Source: an optimization exercise on an open RTL-to-GDS flow (aim: small area and a short achievable clock period). Production flows keep margins and buffers that such runs may drop.
RTL that was checked went through simulation tests only; none was proved equivalent to the original.

## the reference run
Design mul_pipe, start of the top module:
module mul_pipe(clk, reset, X1, X2, X3, X4, Y1, Y2, Y3, Y4, ans);
Size: about 12000 cells after synthesis, roughly 290 I/O pins, ~110000 µm² of cells after synthesis.
Settings: LEC_CHECK=0, CAP_MARGIN=20, CORE_MARGIN=2, CORE_UTILIZATION=55, PLACE_DENSITY=0.7, SETUP_SLACK_MARGIN=3.8, SLEW_MARGIN=20, TNS_END_PERCENT=10; clock period 11.0 ns.
standard.sh (not shown) runs the stock make flow with config.mk's settings and CLKGATE_MAP_FILE= SYNTH_SCRIPT=/design/flow/synth_recipe.tcl, a recipe that flattens the netlist after the stock synthesis.
==> flow/flow/run.sh <==
#!/bin/bash
# Standard ORFS layout with two changes:
# - flow/polopt.py runs between synthesis and floorplan. It removes the
#   inverters that Yosys' full-adder extraction leaves between adder cells
#   (full adders are self-dual), without changing the logic function or any
#   register.
# - every input and output port is still buffered, but with buf_2 instead of
#   the delay cell (clkdlybuf4s50_1) that buffer_ports picks by default; the
#   resizer cannot swap a delay cell for a faster buffer later.
# Everything else is the standard flow.
set -euo pipefail
R=orfs/results/${FLOW_PLATFORM}/mul_pipe/base
export BUFFER_PORTS_ARGS="-buffer_cell sky130_fd_sc_hd__buf_2"
bash standard.sh synth > synth.log 2>&1
cp $R/1_2_yosys.v yosys_netlist.v
python3 flow/polopt.py yosys_netlist.v polopt_netlist.v > polopt.log 2>&1
cp polopt_netlist.v $R/1_2_yosys.v
touch $R/1_2_yosys.v
rm -f $R/1_synth.odb
bash standard.sh > layout.log 2>&1
Other scripts of this flow, unchanged in this note and not shown: flow/flow/polopt.py
Looking at the reports, the reference run completed the entire flow and the layout it produced met the timing, DRC and antenna checks.
[inputs] the trial run vs the reference run
- SETUP_SLACK_MARGIN changed from 3.8 to 3.5
==> flow/flow/run.sh <==
#!/bin/bash
# Standard ORFS layout with one extra step between synthesis and floorplan:
# flow/polopt.py removes the inverters that Yosys' full-adder extraction leaves
# between adder cells (full adders are self-dual), without changing the logic
# function or any register. Everything else is the standard flow.
set -euo pipefail
R=orfs/results/${FLOW_PLATFORM}/mul_pipe/base
bash standard.sh synth > synth.log 2>&1
cp $R/1_2_yosys.v yosys_netlist.v
python3 flow/polopt.py yosys_netlist.v polopt_netlist.v > polopt.log 2>&1
cp polopt_netlist.v $R/1_2_yosys.v
touch $R/1_2_yosys.v
rm -f $R/1_synth.odb
bash standard.sh > layout.log 2>&1
Findings:
For final cell count, the trial run and the reference run come out practically identical. The trial run vs. the reference run: worst setup slack shrank by 0.27 ns; sequential share of layout area now smaller.

Another version of the RTL of mul_pipe (not shown whole).
Size in the first run: about 290 I/O pins, about 0.11 sq mm of cells after synthesis.
clock: 11.0 ns
lec_check: 0
cap_margin: 20
core_margin: 2
core_utilization: 55
cts_buf_list: sky130_fd_sc_hd__clkbuf_8
place_density: 0.7
setup_slack_margin: 3.7
slew_margin: 20
==> flow/flow/run.sh <==
#!/bin/bash
# Standard ORFS layout with one extra step between synthesis and floorplan:
# flow/polopt.py removes the inverters that Yosys' full-adder extraction leaves
# between adder cells (full adders are self-dual), without changing the logic
# function or any register. Everything else is the standard flow.
set -euo pipefail
R=orfs/results/${FLOW_PLATFORM}/mul_pipe/base
bash standard.sh synth > synth.log 2>&1
cp $R/1_2_yosys.v yosys_netlist.v
python3 flow/polopt.py yosys_netlist.v polopt_netlist.v > polopt.log 2>&1
cp polopt_netlist.v $R/1_2_yosys.v
touch $R/1_2_yosys.v
rm -f $R/1_synth.odb
bash standard.sh > layout.log 2>&1
Other scripts of this flow, unchanged in this note and not shown: flow/flow/polopt.py
Change:
- SETUP_SLACK_MARGIN: 3.7 -> 3.4
The changed run finished with timing, DRC and antenna clean.
Clock-buffer cell count came out lower by 4.
Worst setup slack gains 0.17 ns.
First-iteration DRC count is lower by a few percent.
Function was not checked in any run of this note: the RTL went through the layout flow alone.

mul_pipe, a different RTL version from the one above (not shown whole).
Size in the first run: about 0.11 mm2 of cells after synthesis.
clock: 11.0 ns
lec_check: 0
cap_margin: 20
core_margin: 2
core_utilization: 55
place_density: 0.7
setup_slack_margin: 3.8
slew_margin: 20
tns_end_percent: 10
Scripts as last shown in full above: flow/flow/run.sh
Other scripts of this flow, unchanged in this note and not shown: flow/flow/polopt.py
Then changed:
--- a/flow/config.mk
+++ b/flow/config.mk
@@ -10,5 +10,5 @@
 export CORE_UTILIZATION = 55
 export PLACE_DENSITY = 0.7
-export SETUP_SLACK_MARGIN = 3.8
+export SETUP_SLACK_MARGIN = 3.5
 export SLEW_MARGIN = 20
 export TNS_END_PERCENT = 10
Routed wire length falls by 0.89%.
Synthesized area is unchanged.
Worst setup slack is better by 7.9 ps.
Synthesized cell count is unchanged.
Sequential share of layout area rises by 0.11 points.
Global-route usage falls by 0.12 points.
Non-clock buffer count falls by 49.
Count of clock-buffer cells in the layout stays the same.
Maximum frequency barely changes.
Final area falls by 0.93%.
Then changed:
--- a/flow/config.mk
+++ b/flow/config.mk
@@ -12,3 +12,2 @@
 export SETUP_SLACK_MARGIN = 3.5
 export SLEW_MARGIN = 20
-export TNS_END_PERCENT = 10
Sequential cell count does not change.
Routed wire length rises slightly.
Synthesized cell count stays the same.
Worst setup slack is worse by 74 ps.
Cell count barely changes.
Global-route usage rose by 0.37 points.
Then changed:
--- a/flow/config.mk
+++ b/flow/config.mk
@@ -9,5 +9,6 @@
 export CORE_MARGIN = 2
 export CORE_UTILIZATION = 55
+export CTS_BUF_LIST = sky130_fd_sc_hd__clkbuf_8
 export PLACE_DENSITY = 0.7
-export SETUP_SLACK_MARGIN = 3.5
+export SETUP_SLACK_MARGIN = 3.4
 export SLEW_MARGIN = 20
The new run went through all stages and came out clean.
Via count is about the same.
Global-route usage is about the same.
Final area decreases by 0.74%.
Clock-buffer cell count rises by 57.
Clock skew is higher by 12 ps.
No functional check of the RTL was part of any run of this note.

==> static timing again, ports no longer ideal <==
No port has a modelled driver above. Below, the same layouts with a new extraction and two added sets of constraints.
Step 1 assumes that a clkbuf_16 drives the clock port and a buf_2 every other input.
Step 2, shift: input delay + t, output delay - t, t = (earliest + latest rising clock arrival at the registers) / 2. This alone moves slack from input paths to output paths.
Slacks: ideal / step 1 / step 2; pairs: ideal / step 1.
| run | shift t [ns] | slack for setup (ns) | hold WS [ns] | worst setup path at the end | slew at the worst register clock pin (ns) |
|---|---|---|---|---|---|
| the reference run | 0.819 | 3.603 / 3.516 / 3.091 | 0.320 / 0.320 / 0.320 | input to register | 0.08 / 0.08 |
| the trial run | 0.812 | 3.333 / 3.247 / 2.673 | 0.322 / 0.322 / 0.322 | input to register | 0.08 / 0.08 |
| the first run of note 2 | 0.979 | 2.908 / 2.820 / 2.381 | 0.292 / 0.292 / 0.292 | input to register | 0.07 / 0.07 |
| the second run of note 2 | 0.986 | 3.079 / 2.989 / 2.550 | 0.308 / 0.308 / 0.308 | input to register | 0.09 / 0.09 |
| the first run of note 3 | 0.807 | 3.272 / 3.185 / 2.725 | 0.308 / 0.308 / 0.308 | input to register | 0.08 / 0.08 |
| the second run of note 3 | 0.798 | 3.280 / 3.196 / 2.667 | 0.318 / 0.318 / 0.318 | input to register | 0.08 / 0.08 |
| the third run of note 3 | 0.816 | 3.206 / 3.124 / 2.816 | 0.323 / 0.323 / 0.323 | input to register | 0.09 / 0.09 |
| the fourth run of note 3 | 0.979 | 2.981 / 2.898 / 2.572 | 0.291 / 0.291 / 0.291 | input to register | 0.08 / 0.08 |
After both steps every run listed still meets setup and hold. For the trial run, which loses most, drivers alone change the setup slack by -0.086 ns; drivers and shift together by -0.660 ns.
